Source: an optimization exercise on an open RTL-to-GDS flow (aim: small area and a short achievable clock period). Production flows keep margins and buffers that such runs may drop.
No run shown here included a check of the RTL's function; only the layout flow was run.
No activity file was given, so power comes from the tool's default toggle rates.

## flow/config.mk

```make
export PLATFORM = sky130hd
export DESIGN_NAME = roadrash_top
export DESIGN_NICKNAME = roadrash_top
export VERILOG_FILES = /design/flow/design.v
export SDC_FILE = /design/flow/constraint.sdc
export NUM_CORES = 4
export LEC_CHECK = 0
export CAP_MARGIN = 20
export CORE_MARGIN = 2
export CORE_UTILIZATION = 40
export SLEW_MARGIN = 20
```

## flow/constraint.sdc

```tcl
create_clock -name core_clock -period 80.0 [get_ports {clk}]
set_input_delay 16.0000 -clock core_clock [delete_from_list [all_inputs] [get_ports {clk}]]
set_output_delay 16.0000 -clock core_clock [all_outputs]
set_load 0.01 [all_outputs]
```

## flow/design.v

```verilog
`timescale 1ns / 1ps
module final_main #(
    parameter integer CLK_FREQUENCY_HZ = 20000
) (
    input             clk,
    input             reset,
    input       [5:0] pBtns,
    output      [9:0] bike_col_position,
    output      [9:0] left_car_row, left_car_column,
    output      [9:0] right_car_row, right_car_column,
    output      [9:0] middle_car_row, middle_car_column,
    output reg  [2:0] left_car_icon_num, right_car_icon_num, middle_car_icon_num,
    output reg  [2:0] background_num,
    output reg  [7:0] speed,
    output reg  [7:0] speed_d,     
    output reg  [3:0] dist_ones, dist_tens, dist_hunds, dist_thous,
    output reg  [1:0] dist_tenthous
);
    reg [6:0] c;           
    reg [2:0] h8;          
    reg [2:0] d5, e5;      
    reg       tick50hz;
    reg       bg_step;
    wire w100 = (c == 7'd99);
    wire d4   = (d5 == 3'd4);
    wire ev50 = w100 & (h8[1:0] == 2'd3);
    wire ev40 = w100 & d4;
    wire ev20 = w100 & d4 & h8[0];
    wire ev10 = w100 & d4 & (h8[1:0] == 2'd3);
    wire ev5  = w100 & d4 & (h8 == 3'd7);
    wire ev1  = ev5 & (e5 == 3'd4);
    always @(posedge clk) begin
        if (reset) begin
            c  <= 7'd0;
            h8 <= 3'd0;
            d5 <= 3'd0;
            e5 <= 3'd0;
        end else if (w100) begin
            c  <= 7'd0;
            h8 <= h8 + 3'd1;
            d5 <= d4 ? 3'd0 : d5 + 3'd1;
            if (d4) e5 <= (e5 == 3'd4) ? 3'd0 : e5 + 3'd1;
        end else begin
            c <= c + 7'd1;
        end
    end
    always @(posedge clk) begin
        if (reset) begin
            tick50hz <= 1'b0;
            bg_step  <= 1'b0;
        end else begin
            tick50hz <= ev50;
            bg_step  <= (speed != 8'd0) &
                        ((speed[7:6] == 2'd0) ? ev5  :
                         (speed[7:6] == 2'd1) ? ev10 :
                         (speed[7:6] == 2'd2) ? ev20 : ev40);
        end
    end
    reg [1:0] sec_cnt;
    reg [1:0] count_init;
    reg [3:0] obst;
    always @(posedge clk) begin
        if (reset) begin
            sec_cnt    <= 2'd0;
            count_init <= 2'd2;
            obst       <= 4'd11;
        end else if (ev1) begin
            sec_cnt <= sec_cnt + 2'd1;
            if (sec_cnt == 2'd3) begin
                if (count_init[1] == count_init[0]) begin
                    obst       <= obst + 4'd7;
                    count_init <= 2'd3;
                end else begin
                    count_init <= count_init - 2'd1;
                end
            end
        end
    end
    wire obst_active          = (count_init == 2'd3) & (sec_cnt == 2'd0);
    wire left_obstacle_flag   = obst_active & obst[3] & ~(obst[2] & obst[1]);
    wire right_obstacle_flag  = obst_active & obst[2] & ~(obst[3] & obst[1]);
    wire middle_obstacle_flag = obst_active & obst[1] & ~(obst[3] & obst[2]);
    reg [7:0] acceleration;
    reg       acceleration_flag, deceleration_flag;
    always @(posedge clk) begin
        if (reset) begin
            acceleration      <= 8'd0;
            acceleration_flag <= 1'b0;
            deceleration_flag <= 1'b0;
        end else if (tick50hz) begin
            if (pBtns[1] | pBtns[3]) begin
                if (acceleration[7:6] != 2'b11)
                    acceleration <= acceleration + 8'd1;
                acceleration_flag <= ~pBtns[1];
                deceleration_flag <= pBtns[1];
            end else begin
                acceleration      <= 8'd0;
                acceleration_flag <= 1'b0;
                deceleration_flag <= 1'b1;
            end
        end
    end
    always @(*) begin
        speed_d = speed;
        if (reset) begin
            speed_d = 8'd0;
        end else if (tick50hz) begin
            if (deceleration_flag) begin
                if (speed > 8'd8)
                    speed_d = speed + sdelta;
                else
                    speed_d = 8'd0;
            end else if (acceleration_flag) begin
                if (speed < 8'd248)
                    speed_d = speed + sdelta;
                else
                    speed_d = 8'd255;
            end
        end
    end
    reg [7:0] sdelta;
    always @(*) begin
        if (deceleration_flag)
            sdelta = (acceleration[7:6] != 2'b00) ? 8'hfe : 8'hff;
        else
            sdelta = (acceleration[7:6] == 2'b11) ? 8'd8 :
                     (acceleration[7:6] == 2'b10) ? 8'd4 :
                     (acceleration[7:6] == 2'b01) ? 8'd2 : 8'd1;
    end
    always @(posedge clk)
        speed <= speed_d;
    wire [4:0] dist_add = (speed[7:6] == 2'b00) ? 5'd1 :
                          (speed[7:6] == 2'b01) ? 5'd2 :
                          (speed[7:6] == 2'b10) ? 5'd4 : 5'd8;
    wire [4:0] ones_sum = dist_add + dist_ones;
    wire       c0 = (ones_sum >= 5'd10);
    wire       c1 = c0 & (dist_tens == 4'd9);
    wire       c2 = c1 & (dist_hunds == 4'd9);
    wire       c3 = c2 & (dist_thous == 4'd9);
    wire       dist_sat = dist_tenthous[1] &
                          (dist_tenthous[0] | (dist_thous == 4'd9) & (dist_hunds == 4'd9) &
                           (dist_tens == 4'd9) & (dist_ones >= 4'd2));
    always @(posedge clk) begin
        if (reset) begin
            dist_ones     <= 4'd0;
            dist_tens     <= 4'd0;
            dist_hunds    <= 4'd0;
            dist_thous    <= 4'd0;
            dist_tenthous <= 2'd0;
        end else if (tick50hz) begin
            if (dist_sat) begin
                dist_ones     <= 4'd0;
                dist_tens     <= 4'd0;
                dist_hunds    <= 4'd0;
                dist_thous    <= 4'd0;
                dist_tenthous <= 2'd3;
            end else begin
                dist_ones <= c0 ? ones_sum - 5'd10 : ones_sum[3:0];
                if (c0) dist_tens  <= c1 ? 4'd0 : dist_tens + 4'd1;
                if (c1) dist_hunds <= c2 ? 4'd0 : dist_hunds + 4'd1;
                if (c2) dist_thous <= c3 ? 4'd0 : dist_thous + 4'd1;
                if (c3) dist_tenthous <= dist_tenthous + 2'd1;
            end
        end
    end
    always @(posedge clk) begin
        if (reset)
            background_num <= 3'd0;
        else if (bg_step)
            background_num <= background_num + 3'd1;
    end
    reg [9:1] bike_col;
    assign bike_col_position = {bike_col, 1'b0};
    always @(posedge clk) begin
        if (reset) begin
            bike_col <= 9'd227;
        end else if (tick50hz) begin
            if (pBtns[2] & (bike_col >= 9'd450))
                bike_col <= 9'd454;
            else if (~pBtns[2] & pBtns[4] & (bike_col <= 9'd4))
                bike_col <= 9'd0;
            else if (pBtns[2] | pBtns[4])
                bike_col <= bike_col + (pBtns[2] ? 9'd4 : 9'h1fc);
        end
    end
    reg [9:0] lrow;
    reg [9:0] lcol;
    assign left_car_row    = lrow;
    assign left_car_column = lcol;
    wire [6:0] lm    = lrow[6:0];
    wire       lhold = lrow[9];
    always @(posedge clk) begin
        if (reset) begin
            lrow              <= 10'd767;
            lcol              <= 10'd1023;
            left_car_icon_num <= 3'd0;
        end else if (tick50hz) begin
            if (left_obstacle_flag) begin
                lrow              <= 10'd400;
                lcol              <= 10'd500;
                left_car_icon_num <= 3'd0;
            end else if (lhold) begin
                left_car_icon_num <= 3'd0;
            end else begin
                lrow[6:0] <= lm + 7'd1;
                if (lm == 7'd127) lrow[9:7] <= 3'b100;
                lcol <= lcol - ldelta;
                left_car_icon_num <= licon;
            end
        end
    end
    reg [3:0] ldelta;
    reg [2:0] licon;
    always @(*) begin
        if (lm < 7'd31)       begin ldelta = 4'd3;  licon = 3'd2; end
        else if (lm == 7'd31) begin ldelta = 4'd15; licon = 3'd3; end
        else if (lm < 7'd46)  begin ldelta = 4'd4;  licon = 3'd3; end
        else if (lm < 7'd86)  begin ldelta = (lm == 7'd46) ? 4'd4 : 4'd5; licon = 3'd4; end
        else                  begin ldelta = 4'd6;  licon = 3'd5; end
    end
    reg [9:8] rrow_hi;
    reg [6:0] rm;
    reg [8:0] rcol;
    assign right_car_row    = {rrow_hi, 1'b1, rm};
    assign right_car_column = {1'b1, rcol};
    wire rhold = ((rcol[8:3] == 6'b111111) & (rcol[2] | (rcol[1] & rcol[0])));
    always @(posedge clk) begin
        if (reset) begin
            rrow_hi            <= 2'b10;
            rm                 <= 7'd127;
            rcol               <= 9'd511;
            right_car_icon_num <= 3'd0;
        end else if (tick50hz) begin
            if (right_obstacle_flag) begin
                rrow_hi            <= 2'b01;
                rm                 <= 7'd16;
                rcol               <= 9'd12;
                right_car_icon_num <= 3'd0;
            end else if (rhold) begin
                right_car_icon_num <= 3'd0;
            end else begin
                rm <= rm + 7'd1;
                rcol <= rcol + rdelta;
                right_car_icon_num <= ricon;
            end
        end
    end
    reg [2:0] rdelta;
    reg [2:0] ricon;
    always @(*) begin
        if (rm < 7'd31)      begin rdelta = 3'd3; ricon = 3'd2; end
        else if (rm < 7'd46) begin rdelta = 3'd4; ricon = 3'd3; end
        else if (rm < 7'd86) begin rdelta = 3'd5; ricon = 3'd4; end
        else                 begin rdelta = 3'd6; ricon = 3'd5; end
    end
    reg       mrow_hi;     
    reg [6:0] mm;
    reg       mcol7, mcol5, mcol4;
    assign middle_car_row    = {~mrow_hi, mrow_hi, mrow_hi, mm};
    assign middle_car_column = {2'b01, mcol7, 1'b1, mcol5, mcol4, 4'b1111};
    always @(posedge clk) begin
        if (reset) begin
            mrow_hi             <= 1'b1;
            mm                  <= 7'd16;
            {mcol7, mcol5, mcol4} <= 3'b110;
            middle_car_icon_num <= 3'd0;
        end else if (tick50hz) begin
            if (middle_obstacle_flag) begin
                mrow_hi             <= 1'b1;
                mm                  <= 7'd16;
                {mcol7, mcol5, mcol4} <= 3'b110;
                middle_car_icon_num <= 3'd0;
            end else if (!mrow_hi) begin
                middle_car_icon_num <= 3'd0;
            end else begin
                mm <= mm + 7'd1;
                if (mm == 7'd127) mrow_hi <= 1'b0;
                if (mm < 7'd31) begin
                    {mcol7, mcol5, mcol4} <= 3'b110;
                    middle_car_icon_num   <= 3'd2;
                end else if (mm < 7'd46) begin
                    {mcol7, mcol5, mcol4} <= 3'b101;
                    middle_car_icon_num   <= 3'd3;
                end else if (mm < 7'd86) begin
                    {mcol7, mcol5, mcol4} <= 3'b011;
                    middle_car_icon_num   <= 3'd4;
                end else begin
                    {mcol7, mcol5, mcol4} <= 3'b011;
                    middle_car_icon_num   <= 3'd5;
                end
            end
        end else begin
            middle_car_icon_num <= 3'd0;
        end
    end
endmodule
`timescale 1ns / 1ps
module bcd_module (
    input            clk,
    input      [7:0] speed_next,
    output reg [1:0] speed_hunds,
    output reg [3:0] speed_tens,
    output reg [3:0] speed_ones
);
    function [3:0] add3;
        input [3:0] x;
        begin
            add3[3] = x[3] | (x[2] & (x[1] | x[0]));
            add3[2] = (x[2] & ~x[1] & ~x[0]) | (x[3] & x[0]);
            add3[1] = (~x[3] & ~x[2] & x[1]) | (x[2] & x[1] & x[0]) | (x[3] & ~x[0]);
            add3[0] = (~x[3] & ~x[2] & x[0]) | (x[2] & x[1] & ~x[0]) | (x[3] & ~x[0]);
        end
    endfunction
    wire [7:0] s = speed_next;
    wire [3:0] a1 = add3({1'b0, s[7:5]});
    wire [3:0] a2 = add3({a1[2:0], s[4]});
    wire [3:0] a3 = add3({a2[2:0], s[3]});
    wire [3:0] a4 = add3({a3[2:0], s[2]});
    wire [3:0] a5 = add3({1'b0, a1[3], a2[3], a3[3]});
    wire [3:0] a6 = add3({a4[2:0], s[1]});
    wire [3:0] a7 = add3({a5[2:0], a4[3]});
    always @(posedge clk) begin
        speed_ones  <= {a6[2:0], s[0]};
        speed_tens  <= {a7[2:0], a6[3]};
        speed_hunds <= {a5[3], a7[3]};
    end
endmodule
module pwm_audio #(
    parameter integer CLK_FREQUENCY_HZ = 20000
) (
    input            clk,
    input            reset,
    input      [7:0] speed,
    input      [7:0] duty_cycle,
    output reg       pwm_audio_out
);
    reg  [5:0] clk_cnt;
    reg        tickhz;
    reg  [7:0] counter;
    wire [8:0] min_speed;
    pwm_min_speed LUT (.cnt(clk_cnt), .min_speed(min_speed));
    wire top_reached = ~min_speed[8] & ~less8(speed, min_speed[7:0]);
    wire duty_high   = ~less8(duty_cycle, counter);
    function less8;              
        input [7:0] a, b;
        integer i;
        begin
            less8 = 1'b0;
            for (i = 0; i < 8; i = i + 1)
                less8 = (~a[i] & b[i]) | (~(a[i] ^ b[i]) & less8);
        end
    endfunction
    always @(posedge clk) begin
        if (reset) begin
            clk_cnt <= 6'd0;
            tickhz  <= 1'b0;
        end else if (top_reached) begin
            clk_cnt <= 6'd0;
            tickhz  <= 1'b1;
        end else begin
            clk_cnt <= clk_cnt + 6'd1;
            tickhz  <= 1'b0;
        end
    end
    always @(posedge clk) begin
        if (reset) begin
            pwm_audio_out <= 1'b0;
            counter       <= 8'd0;
        end else if (tickhz) begin
            counter       <= counter + 8'd1;
            pwm_audio_out <= (duty_cycle != 8'd0) & duty_high;
        end
    end
endmodule
module pwm_min_speed (
    input  [5:0] cnt,
    output [8:0] min_speed
);
  wire new_n16, new_n17, new_n18, new_n19, new_n21, new_n22, new_n23,
    new_n25, new_n26, new_n27, new_n28, new_n29, new_n31, new_n32, new_n33,
    new_n34, new_n35, new_n36, new_n38, new_n39, new_n40, new_n41, new_n42,
    new_n43, new_n44, new_n45, new_n46, new_n47, new_n48, new_n49, new_n50,
    new_n52, new_n53, new_n54, new_n55, new_n56, new_n57, new_n58, new_n59,
    new_n60, new_n61, new_n62, new_n63, new_n64, new_n65, new_n66, new_n68,
    new_n69, new_n70, new_n71, new_n72, new_n73, new_n74, new_n75, new_n76,
    new_n77, new_n78, new_n79, new_n80, new_n81, new_n82, new_n83, new_n84,
    new_n86, new_n87, new_n88, new_n89, new_n90, new_n91, new_n92, new_n93,
    new_n94, new_n95, new_n96, new_n97, new_n98, new_n99, new_n100,
    new_n101, new_n102, new_n104, new_n105, new_n106, new_n107, new_n108,
    new_n109, new_n110, new_n111, new_n112, new_n113, new_n114, new_n115,
    new_n116, new_n117, new_n118, new_n119, new_n120, new_n121, new_n122,
    new_n123, new_n124, new_n125, new_n126, new_n127;
  assign new_n16 = ~cnt[5] & ~cnt[4];
  assign new_n17 = ~cnt[3] & new_n16;
  assign new_n18 = ~cnt[1] & ~cnt[0];
  assign new_n19 = ~cnt[2] & new_n18;
  assign min_speed[8] = new_n17 & new_n19;
  assign new_n21 = cnt[1] & cnt[0];
  assign new_n22 = ~cnt[2] & ~new_n21;
  assign new_n23 = new_n17 & ~new_n18;
  assign min_speed[7] = new_n22 & new_n23;
  assign new_n25 = ~cnt[2] & cnt[0];
  assign new_n26 = cnt[2] & ~cnt[1];
  assign new_n27 = ~new_n25 & ~new_n26;
  assign new_n28 = cnt[2] & ~cnt[0];
  assign new_n29 = new_n27 & ~new_n28;
  assign min_speed[6] = new_n17 & ~new_n29;
  assign new_n31 = cnt[3] & cnt[2];
  assign new_n32 = ~cnt[3] & ~new_n21;
  assign new_n33 = ~new_n31 & ~new_n32;
  assign new_n34 = ~cnt[3] & cnt[0];
  assign new_n35 = new_n26 & ~new_n34;
  assign new_n36 = ~new_n33 & ~new_n35;
  assign min_speed[5] = new_n16 & ~new_n36;
  assign new_n38 = ~cnt[3] & ~cnt[2];
  assign new_n39 = cnt[1] & new_n38;
  assign new_n40 = cnt[4] & cnt[1];
  assign new_n41 = ~cnt[2] & ~cnt[1];
  assign new_n42 = cnt[2] & cnt[1];
  assign new_n43 = ~new_n41 & ~new_n42;
  assign new_n44 = ~cnt[4] & ~new_n43;
  assign new_n45 = cnt[3] & ~new_n44;
  assign new_n46 = ~cnt[3] & ~cnt[0];
  assign new_n47 = ~cnt[4] & new_n46;
  assign new_n48 = ~new_n40 & ~new_n47;
  assign new_n49 = ~new_n45 & new_n48;
  assign new_n50 = ~new_n39 & ~new_n49;
  assign min_speed[4] = ~cnt[5] & ~new_n50;
  assign new_n52 = cnt[3] & ~new_n27;
  assign new_n53 = ~new_n19 & ~new_n52;
  assign new_n54 = ~cnt[5] & cnt[4];
  assign new_n55 = ~new_n53 & new_n54;
  assign new_n56 = ~cnt[4] & ~cnt[3];
  assign new_n57 = cnt[3] & cnt[0];
  assign new_n58 = cnt[1] & ~new_n38;
  assign new_n59 = ~cnt[5] & ~new_n57;
  assign new_n60 = new_n58 & new_n59;
  assign new_n61 = ~new_n56 & new_n60;
  assign new_n62 = cnt[3] & ~cnt[2];
  assign new_n63 = cnt[1] & new_n16;
  assign new_n64 = ~new_n28 & ~new_n62;
  assign new_n65 = new_n63 & new_n64;
  assign new_n66 = ~new_n61 & ~new_n65;
  assign min_speed[3] = new_n55 | ~new_n66;
  assign new_n68 = cnt[5] & ~cnt[3];
  assign new_n69 = ~new_n42 & new_n68;
  assign new_n70 = cnt[3] & ~new_n28;
  assign new_n71 = ~new_n25 & new_n70;
  assign new_n72 = cnt[5] & ~new_n46;
  assign new_n73 = new_n58 & ~new_n72;
  assign new_n74 = ~new_n71 & new_n73;
  assign new_n75 = ~new_n69 & ~new_n74;
  assign new_n76 = ~cnt[4] & ~new_n75;
  assign new_n77 = ~cnt[4] & cnt[0];
  assign new_n78 = new_n41 & ~new_n46;
  assign new_n79 = cnt[3] & ~cnt[0];
  assign new_n80 = ~new_n25 & new_n40;
  assign new_n81 = ~new_n79 & new_n80;
  assign new_n82 = ~new_n78 & ~new_n81;
  assign new_n83 = ~cnt[5] & ~new_n77;
  assign new_n84 = ~new_n82 & new_n83;
  assign min_speed[2] = new_n76 | new_n84;
  assign new_n86 = ~new_n31 & ~new_n38;
  assign new_n87 = new_n21 & new_n86;
  assign new_n88 = ~new_n22 & ~new_n87;
  assign new_n89 = cnt[5] & ~new_n88;
  assign new_n90 = new_n18 & new_n31;
  assign new_n91 = ~new_n89 & ~new_n90;
  assign new_n92 = ~cnt[4] & ~new_n91;
  assign new_n93 = ~cnt[1] & cnt[0];
  assign new_n94 = new_n70 & ~new_n93;
  assign new_n95 = new_n32 & ~new_n41;
  assign new_n96 = ~new_n94 & ~new_n95;
  assign new_n97 = new_n16 & ~new_n96;
  assign new_n98 = ~cnt[1] & ~new_n38;
  assign new_n99 = ~cnt[0] & ~new_n86;
  assign new_n100 = new_n54 & ~new_n98;
  assign new_n101 = ~new_n99 & new_n100;
  assign new_n102 = ~new_n97 & ~new_n101;
  assign min_speed[1] = new_n92 | ~new_n102;
  assign new_n104 = cnt[2] & new_n57;
  assign new_n105 = ~cnt[1] & ~new_n31;
  assign new_n106 = ~new_n34 & new_n105;
  assign new_n107 = ~new_n104 & ~new_n106;
  assign new_n108 = cnt[5] & ~new_n107;
  assign new_n109 = ~cnt[5] & ~cnt[2];
  assign new_n110 = new_n34 & new_n109;
  assign new_n111 = cnt[1] & ~new_n70;
  assign new_n112 = new_n72 & new_n111;
  assign new_n113 = ~new_n60 & ~new_n110;
  assign new_n114 = ~new_n112 & new_n113;
  assign new_n115 = ~new_n108 & new_n114;
  assign new_n116 = ~cnt[4] & ~new_n115;
  assign new_n117 = cnt[4] & new_n86;
  assign new_n118 = ~cnt[1] & new_n31;
  assign new_n119 = ~new_n117 & ~new_n118;
  assign new_n120 = ~cnt[5] & ~new_n119;
  assign new_n121 = cnt[4] & new_n41;
  assign new_n122 = new_n68 & new_n121;
  assign new_n123 = ~new_n120 & ~new_n122;
  assign new_n124 = ~cnt[0] & ~new_n123;
  assign new_n125 = ~new_n39 & ~new_n104;
  assign new_n126 = new_n54 & ~new_n125;
  assign new_n127 = ~new_n116 & ~new_n126;
  assign min_speed[0] = new_n124 | ~new_n127;
endmodule
`timescale 1ns / 1ps
module roadrash_top (
    input         clk,
    input         reset,
    input  [5:0]  pBtns,
    input  [7:0]  duty_cycle,
    output [9:0]  bike_col_position,
    output [9:0]  left_car_row, left_car_column,
    output [9:0]  right_car_row, right_car_column,
    output [9:0]  middle_car_row, middle_car_column,
    output [2:0]  left_car_icon_num, right_car_icon_num, middle_car_icon_num,
    output [2:0]  background_num,
    output [3:0]  speed_hunds, speed_tens, speed_ones,
    output [3:0]  score_ones, score_tens, score_hunds,
    output [3:0]  score_thous, score_tenthous, score_hundthous,
    output        pwm_audio_out
    );
    localparam integer CLK_FREQUENCY_HZ = 20000;
    wire [7:0] speed, speed_next;
    wire [1:0] dist_tenthous, speed_h;
    final_main #(.CLK_FREQUENCY_HZ(CLK_FREQUENCY_HZ)) CONTROLLER (
        .clk(clk), .reset(reset), .pBtns(pBtns),
        .bike_col_position(bike_col_position),
        .left_car_row(left_car_row), .left_car_column(left_car_column),
        .right_car_row(right_car_row), .right_car_column(right_car_column),
        .middle_car_row(middle_car_row), .middle_car_column(middle_car_column),
        .left_car_icon_num(left_car_icon_num), .right_car_icon_num(right_car_icon_num),
        .middle_car_icon_num(middle_car_icon_num), .background_num(background_num),
        .speed(speed), .speed_d(speed_next),
        .dist_ones(score_ones), .dist_tens(score_tens), .dist_hunds(score_hunds),
        .dist_thous(score_thous), .dist_tenthous(dist_tenthous)
    );
    assign score_tenthous  = {2'b00, dist_tenthous};
    assign score_hundthous = 4'd0;
    bcd_module BCD (
        .clk(clk), .speed_next(speed_next),
        .speed_hunds(speed_h), .speed_tens(speed_tens), .speed_ones(speed_ones)
    );
    assign speed_hunds = {2'b00, speed_h};
    pwm_audio #(.CLK_FREQUENCY_HZ(CLK_FREQUENCY_HZ)) AUDIO (
        .clk(clk), .reset(reset), .speed(speed), .duty_cycle(duty_cycle),
        .pwm_audio_out(pwm_audio_out)
    );
endmodule
```

## flow/run.sh

```bash
#!/bin/bash
# synth_recipe.tcl (not shown) runs the flow's synth.tcl, then flattens the netlist and writes it again
# the make line also repeats each setting of config.mk as NAME=value (left out here)
make -C /OpenROAD-flow-scripts/flow DESIGN_CONFIG=/design/flow/config.mk WORK_HOME=/design/flow/orfs CLKGATE_MAP_FILE= SYNTH_SCRIPT=/design/flow/synth_recipe.tcl finish
```

==> results.toml, run 1 <==
[worst_setup_path]
endpoint = "BCD.speed_ones[1]"
crit_path_end_kind = "flip-flop"
reg2reg_slack_ns = 75.91
rr_startpoint = "CONTROLLER.deceleration_flag"
regToRegEndpoint = "BCD.speed_ones[1]"
critical_path.startpoint = "reset"
crit_type = "in -> reg"
path_max_fanout = 16
crit_arrival_ns = 18.55
reg2reg_depth = 14
critPathLaunchType = "input port"
crit_required_ns = 80.35
slowest_delay_ns = 0.62
cpMaxStageDelayCell = "or4_4"
path_cells = "buf_2 > clkinv_1 > o21a_1 > o21ai_0 > a31o_1 > inv_1 > or4_4 > a21oi_4 > nor4_4 > a21boi_1 > o21ai_1"

[yosys]
netlist_top_cells_count = "dfxtp_1, nor2_1, nand2_1"
yosysTopAreaCell = "dfxtp_1"
ys_seq_elements = 157
synthesis.area_um2 = 9300
synth-edff-count = 0
avgSynthCellArea_um2 = 8.03
yosysUniqueCellTypes = 81
synthCells = 1159
synthArstFlopShare_pct = 0
synth.most_common_cell = "dfxtp_1"
ys_seq_area_share_pct = 33.8
yosys-top-cells-area = "dfxtp_1, ha_1, nor2_1"
yosysTopAreaCellShare_pct = 33.8
synthFlopType = "dfxtp_1"
yosys_warnings = 3

[grt]
grt_pass1_vias = 7534
grt_overflow = 0
grt_use_total_pct = 17.8
grt_pass1_wl_um = 36400
grt_max_degree = 75
antenna_found_initial = 0

[place]
pre_cts_slack_ns = 61.40
dp.cells = 1513
hpwl_um = 15500
dpl-instance-area_um2 = 10500
gp_congestion = 0.834
io_buffers = 114

[sta]
period_minus_slack_ns = 18.20
finClkSkew_ns = 0.0113
rsz0062_at_grt = "no"
fmax_mhz = 55.0
hold-worst-slack_ns = 0.437
setup_tns_ns = 0
setup_violations = 0
tightest_slew_ns = 0.884
slew_headroom_pct = 40.6
finalCritPeriodShare_pct = 22.7
slew_viol_final = 0
timing.final.ws_setup_ns = 61.80
hold_viol_final = 0

[cts]
root_buffer = "clkbuf_16"
cts_sinks = 157
htreeDepth = 4
clock_latency_ns = 0.43
cts_buffers = 17
clk_pin_slew_ns = 0.06
ctsResizeCount = 0
cts.path.max_buffers = 2
post_cts_buffers = 0
tritoncts = "built"
hold_buffers = 0

[route]
wirelength_um = 21800
routedWlPerCell_um = 14.1
vias = 8277
routed_via_density = 5.36
drt_iter0_markers = 617
ant_nets = 0
drcViolationCount = 0
drt_first_pass_iters = 5

[floorplan]
core_region_area_um2 = 22700
dieArea_um2 = 24500
rows = 55
io_pins = 135
die_y_um = 157
start_util_pct = 41.0
fp.dieW_um = 157

[min_path]
hold_class = "reg -> reg"

[finish]
layout.cells.non_filler = 1545
final_nets = 1339
antenna-diode-count = 0
drive_gt1_share_pct = 4.44
final_core_util_pct = 48.9
area_growth_pct = 19.4
final_area_um2 = 11100

[run_status]
outcome = "finished clean"

[job]
drv_cap = 0

[power]
finalPower_uw = 185
power_leakage_nw = 4.48
p_per_area_nw_per_um2 = 16.6
ir_drop_mv = 0.0175
==> worst max-delay path: cells and delay by family <==
kind	cells	cell delay [ns]
buffers and inverters	3	0.60
AND/OR/NAND/NOR	2	0.70
AO/OA/AOI/OAI	6	1.22
==> metal layers <==
| metal | track usage (%) | share of wire, % | vias to the layer above | wire length [um] |
|---|---|---|---|---|
| met1 | 24.4 | 50 | 3851 | 10900 |
| met4 | 5.37 | 1.1 | 0 | 236 |
| met2 | 28.6 | 45 | 195 | 9710 |
| met3 | 3.24 | 4.1 | 20 | 885 |
| li1 | - | - | 4211 | - |
| met5 | 0 | 0 | - | 0 |
==> cells by family (layout without fill, tap and decap cells) <==
kind of cell    count (synthesis)  count (layout)  share of synthesized area (%)
other cells                     2              18                         0.0807
fa+ha+maj                      76              76                           10.6
buf+inv                       138             223                           6.64
xor+xnor                       70              70                           6.59
flops                         157             157                           33.8
mux                            13              13                           1.40
compound gates                288             288                           19.3
simple gates                  415             415                           21.6
==> layout make-up <==
type	instances	area [um^2]
clock buffers	18	429
repair buffers	118	1170
clock inverters	14	135
well taps	285	357
flip-flops and latches	157	3140
fillers	2203	11600
inverters	73	274
multi-input cells	880	5600
==> power by group <==
| group | total, mW | internal, mW | switching (mW) |
|---|---|---|---|
| Combinational | 0.0239 | 0.0105 | 0.0134 |
| Sequential | 0.0827 | 0.0796 | 0.00309 |
| Clock | 0.0783 | 0.0435 | 0.0348 |
==> worst min-delay path by stage <==
| stage | cells after the start | start | to | slack, ns |
|---|---|---|---|---|
| 6_report | 1 | CONTROLLER.c[0] | CONTROLLER.c[0] | 0.44 |
| 3_3_place_gp | 1 | CONTROLLER.c[0] | CONTROLLER.c[0] | 0.43 |
| 2_1_floorplan | 1 | CONTROLLER.c[0] | CONTROLLER.c[0] | 0.41 |
| 4_1_cts | 1 | CONTROLLER.c[0] | CONTROLLER.c[0] | 0.44 |
| 5_1_grt | 1 | CONTROLLER.c[0] | CONTROLLER.c[0] | 0.48 |
| 3_5_place_dp | 1 | CONTROLLER.c[0] | CONTROLLER.c[0] | 0.43 |
==> cells in the final DEF (no fill, tap or decap), types with 13 or more instances in the layout <==
cell and count:
xnor2_1 31, nand3_1 39, nor3_1 40, ha_1 71, nor2_1 133, nand2_1 95
clkbuf_16 17, nand4_1 17, conb_1 18, mux2i_1 13, o21ai_0 87, a21oi_1 86
xor2_1 39, clkdlybuf4s50_1 113, inv_1 67, nand2b_1 13, dfxtp_1 157
==> registers in the layout, indices dropped and copies added (netlist names), 4 cells and up <==
name / cells
CONTROLLER.lcol: 10
CONTROLLER.lrow: 10
CONTROLLER.bike_col: 9
CONTROLLER.rcol: 9
AUDIO.counter: 8
CONTROLLER.acceleration: 8
CONTROLLER.c: 7
CONTROLLER.mm: 7
CONTROLLER.rm: 7
CONTROLLER.speed: 7
AUDIO.clk_cnt: 6
BCD.speed_ones: 4
BCD.speed_tens: 4
CONTROLLER.dist_hunds: 4
CONTROLLER.dist_ones: 4
CONTROLLER.dist_tens: 4
CONTROLLER.dist_thous: 4
CONTROLLER.obst: 4
==> run 2, diff against run 1 <==
--- a/flow/design.v
+++ b/flow/design.v
@@ -12,7 +12,7 @@
     output reg  [2:0] left_car_icon_num, right_car_icon_num, middle_car_icon_num,
     output reg  [2:0] background_num,
     output reg  [7:0] speed,
-    output reg  [7:0] speed_d,     
+    output reg  [7:0] speed_step,  
     output reg  [3:0] dist_ones, dist_tens, dist_hunds, dist_thous,
     output reg  [1:0] dist_tenthous
 );
@@ -101,20 +101,18 @@
         end
     end
     always @(*) begin
-        speed_d = speed;
-        if (reset) begin
-            speed_d = 8'd0;
-        end else if (tick50hz) begin
+        speed_step = speed;
+        if (tick50hz) begin
             if (deceleration_flag) begin
                 if (speed > 8'd8)
-                    speed_d = speed + sdelta;
+                    speed_step = speed + sdelta;
                 else
-                    speed_d = 8'd0;
+                    speed_step = 8'd0;
             end else if (acceleration_flag) begin
                 if (speed < 8'd248)
-                    speed_d = speed + sdelta;
+                    speed_step = speed + sdelta;
                 else
-                    speed_d = 8'd255;
+                    speed_step = 8'd255;
             end
         end
     end
@@ -128,7 +126,7 @@
                      (acceleration[7:6] == 2'b01) ? 8'd2 : 8'd1;
     end
     always @(posedge clk)
-        speed <= speed_d;
+        speed <= reset ? 8'd0 : speed_step;
     wire [4:0] dist_add = (speed[7:6] == 2'b00) ? 5'd1 :
                           (speed[7:6] == 2'b01) ? 5'd2 :
                           (speed[7:6] == 2'b10) ? 5'd4 : 5'd8;
@@ -297,7 +295,8 @@
 `timescale 1ns / 1ps
 module bcd_module (
     input            clk,
-    input      [7:0] speed_next,
+    input            reset,
+    input      [7:0] speed_next,      
     output reg [1:0] speed_hunds,
     output reg [3:0] speed_tens,
     output reg [3:0] speed_ones
@@ -320,9 +319,15 @@
     wire [3:0] a6 = add3({a4[2:0], s[1]});
     wire [3:0] a7 = add3({a5[2:0], a4[3]});
     always @(posedge clk) begin
-        speed_ones  <= {a6[2:0], s[0]};
-        speed_tens  <= {a7[2:0], a6[3]};
-        speed_hunds <= {a5[3], a7[3]};
+        if (reset) begin
+            speed_ones  <= 4'd0;
+            speed_tens  <= 4'd0;
+            speed_hunds <= 2'd0;
+        end else begin
+            speed_ones  <= {a6[2:0], s[0]};
+            speed_tens  <= {a7[2:0], a6[3]};
+            speed_hunds <= {a5[3], a7[3]};
+        end
     end
 endmodule
 module pwm_audio #(
@@ -532,14 +537,14 @@
         .middle_car_row(middle_car_row), .middle_car_column(middle_car_column),
         .left_car_icon_num(left_car_icon_num), .right_car_icon_num(right_car_icon_num),
         .middle_car_icon_num(middle_car_icon_num), .background_num(background_num),
-        .speed(speed), .speed_d(speed_next),
+        .speed(speed), .speed_step(speed_next),
         .dist_ones(score_ones), .dist_tens(score_tens), .dist_hunds(score_hunds),
         .dist_thous(score_thous), .dist_tenthous(dist_tenthous)
     );
     assign score_tenthous  = {2'b00, dist_tenthous};
     assign score_hundthous = 4'd0;
     bcd_module BCD (
-        .clk(clk), .speed_next(speed_next),
+        .clk(clk), .reset(reset), .speed_next(speed_next),
         .speed_hunds(speed_h), .speed_tens(speed_tens), .speed_ones(speed_ones)
     );
     assign speed_hunds = {2'b00, speed_h};
==> flow/flow/run.sh (new file) <==
#!/bin/bash
# Layout flow: the standard flow (standard.sh), unchanged synthesis and
# floorplan, with the port buffers made from sky130_fd_sc_hd__buf_1 instead of
# the delay cell buffer_ports picks by default (it takes the weakest buffer).
# Each step's full output goes to a log file in this folder.
set -euo pipefail
export BUFFER_PORTS_ARGS="-buffer_cell sky130_fd_sc_hd__buf_1"
bash standard.sh synth > synth.log 2>&1
bash standard.sh finish > layout.log 2>&1
==> flow/standard.sh (new file) <==
#!/bin/bash
# synth_recipe.tcl (not shown) runs the flow's synth.tcl, then flattens the netlist and writes it again
# the make line also repeats each setting of config.mk as NAME=value (left out here)
make -C /OpenROAD-flow-scripts/flow DESIGN_CONFIG=/design/flow/config.mk WORK_HOME=/design/flow/orfs CLKGATE_MAP_FILE= SYNTH_SCRIPT=/design/flow/synth_recipe.tcl "${@:-finish}"
removed: flow/run.sh
==> run 2 against run 1 <==
Hold slack better by 0.011 ns. Synthesized area rose by 3.7%. Clock power rose by 7.4%. Count of clock-buffer cells in the layout decreased by 1. Largest cell class unchanged. Setup slack gained 0.39 ns. Via count up 1.6%. Register-to-register slack worse by 0.03 ns. Global-route usage is 0.29 points lower. Critical path depth grew 1. Core utilization shrank 3.3 points.
==> results.toml, run 2 <==
[grt]
grt_max_degree = 68
grt_overflow = 0
gr-usage-met2_pct = 27.3
grt_use_total_pct = 17.5
grt.busiest_layer = "met2"
grt_pass1_vias = 7480
antenna_found_initial = 0
grt_pass1_wl_um = 37500
grt_use_met1_pct = 25.1
grt_use_met3_pct = 3.49

[yosys]
netlist_top_cells_count = "dfxtp_1, nor2_1, nand2_1"
synthCells = 1191
synthesis.area_um2 = 9640
yosysTopAreaCellShare_pct = 32.6
synth_compound_area_share_pct = 19.4
synth.most_common_cell = "dfxtp_1"
yosys-top-cells-area = "dfxtp_1, ha_1, nor2_1"
yosysTopAreaCell = "dfxtp_1"
synthArstFlopShare_pct = 0
synth-edff-count = 0
ys_seq_area_share_pct = 32.6
avgSynthCellArea_um2 = 8.10
synth_fa_ha_area_share_pct = 10.3
synth_xor_xnor_area_share_pct = 6.27
yosysUniqueCellTypes = 87
synthMuxAreaShare_pct = 1.63
synthFlopType = "dfxtp_1"
synthSimpleGateAreaFrac_pct = 22.8
synth_top_family_by_area = "simple AND/OR/NAND/NOR gates"
yosys_warnings = 3
ys_seq_elements = 157

[power]
combinationalPowerShare_pct = 14.8
p_switching_uw = 59.5
ir_drop_mv = 0.0148
swShare_pct = 30.3
p_seq_share_pct = 42.4
p_clk_share_pct = 42.8
p_int_uw = 137
p_per_area_nw_per_um2 = 18.3
power_leakage_nw = 4.27

[finish]
multi_input_area_um2 = 5890
nFillCells = 2381
final_common_cell = "dfxtp_1"
drive_gt1_share_pct = 5.70
area_growth_pct = 11.4
largestRegisters = "CONTROLLER.lcol x10, CONTROLLER.lrow x10"
antenna-diode-count = 0
seq_area_um2 = 3140
final_nets = 1360
most-common-layout-cells = "dfxtp_1, nor2_1, nand2_1, buf_1, a21oi_1"
layout.cells.non_filler = 1600

[cts]
tritoncts = "built"
cts_buffers = 17
cts.path.max_buffers = 2
post_cts_buffers = 0
ctsResizeCount = 0
clk_pin_slew_ns = 0.08
htreeDepth = 4
hold_buffers = 0
root_buffer = "clkbuf_16"
cts_sinks = 157
clock_latency_ns = 0.43

[sta]
timing.final.ws_setup_ns = 62.20
finalCritPeriodShare_pct = 22.3
setup_violations = 0
fmax_mhz = 56.2
setup_tns_ns = 0
tightest_slew_ns = 0.878
hold-worst-slack_ns = 0.448
slew_viol_final = 0
rsz0062_at_grt = "no"
hold_viol_final = 0
finClkSkew_ns = 0.0186
period_minus_slack_ns = 17.80
slew_headroom_pct = 41.0

[route]
routedWlPerCell_um = 14.1
vias = 8406
wirelength_um = 22600
drt_iter0_markers = 589
drcViolationCount = 0
ant_nets = 0
drt_first_pass_iters = 5
routed_via_density = 5.25

[run_status]
outcome = "finished clean"

[floorplan]
die_y_um = 159
io_pins = 135
dieArea_um2 = 25400
core_region_area_um2 = 23500
start_util_pct = 41.0
rows = 56
fp.dieW_um = 159

[place]
dp.cells = 1568
io_buffers = 114
pre_cts_slack_ns = 61.75
hpwl_um = 15800
gp_congestion = 0.863

[job]
drv_cap = 0

[worst_setup_path]
reg2reg_depth = 12
crit_arrival_ns = 18.10
crit_required_ns = 80.29
critPathLaunchType = "input port"
crit_type = "in -> reg"
path_max_fanout = 7
crit_path_end_kind = "flip-flop"

[min_path]
min_delay_path_depth = 1
hold_class = "reg -> reg"
## run 2: final timing paths
path	startpoint	to	slack [ns]
worst min register to register	CONTROLLER.c[0]	CONTROLLER.c[0]	0.45
worst min-delay path	CONTROLLER.c[0]	CONTROLLER.c[0]	0.45
worst max register to register	CONTROLLER.deceleration_flag	BCD.speed_ones[1]	75.88
worst max-delay path	pBtns[2]	CONTROLLER.bike_col[9]	62.20
## run 2: kinds of logic after synthesis
logic type	Yosys count
XOR/XNOR	69
AND/OR/NAND/NOR	451
multiplexers	14
AO/OA/AOI/OAI	282
buffers and inverters	140
flip-flops	157
other	2
adder cells (fa/ha/maj)	76
## run 2: layout make-up
| cell class | instances | share of cell area [%] |
|---|---|---|
| multi-input combinational | 910 | 54.8 |
| sequential | 157 | 29.3 |
| timing repair buffer | 117 | 4.23 |
| clock buffer | 17 | 3.96 |
| tap | 319 | 3.72 |
| inverter | 65 | 2.27 |
| clock inverter | 15 | 1.75 |
## run 2: worst max-delay path, cell delays in order
cell and delay, ns:
buf_1 0.32, inv_1 0.20, ha_1 0.37, nor2b_1 0.14
o21ai_0 0.15, nand2b_1 0.10, a21o_1 0.19, a21oi_1 0.18
xnor2_1 0.15, nor3_1 0.06, o21ai_0 0.14, a21oi_1 0.08
## run 2: power by group through the flow
| stage | Sequential, mW | Clock [mW] | Combinational (mW) |
|---|---|---|---|
| 6_report | 0.0833 | 0.0841 | 0.0291 |
| 5_1_grt | 0.0837 | 0.0896 | 0.0333 |
| 4_1_cts | 0.0832 | 0.0866 | 0.0289 |
| 3_5_place_dp | 0.0850 | 0 | 0.0287 |
| 3_3_place_gp | 0.0850 | 0 | 0.0282 |
| 2_1_floorplan | 0.0829 | 0 | 0.0249 |
## run 2: per-layer routing
layer	part of all wire, %	wire (um)	vias to the layer above
li1	-	-	4309
met1	50	11400	3910
met2	45	10100	176
met3	4.2	958	11
met4	0.68	153	0
met5	0	0	-
## run 2: through the flow
stage	area (um^2)	total power, mW	utilization [%]
6_report	10700	0.197	45.6
5_1_grt	10700	0.207	45.6
4_1_cts	10700	0.199	45.6
3_5_place_dp	10100	0.114	43.0
3_3_place_gp	10100	0.113	43.0
2_1_floorplan	9700	0.108	-

==> afterwards: timing with drivers on the ports <==
In the flow no input, the clock included, has a driving cell. The finished layouts below were timed again as built, in two steps. Step 1, drivers: a clkbuf_16 drives clk and a buf_2 each remaining input, both assumed. Step 2 moves the port delays by t, midway between the first and last clock arrival at a register: inputs arrive t later, outputs are due t later. That takes back most of the time a late clock gives input paths. a / b / c = no drivers / after step 1 / after step 2; a / b = the first two.
run	t, ns	setup WS [ns]	latest minus earliest clock arrival (ns)
run 1	0.468	61.804 / 61.819 / 61.352	0.014 / 0.013
run 2	0.473	62.196 / 62.222 / 61.749	0.018 / 0.018
After both steps every run listed still meets setup and hold. The setup slack of run 1, which loses most, moves by +0.015 ns with the drivers and by -0.452 ns with both steps.
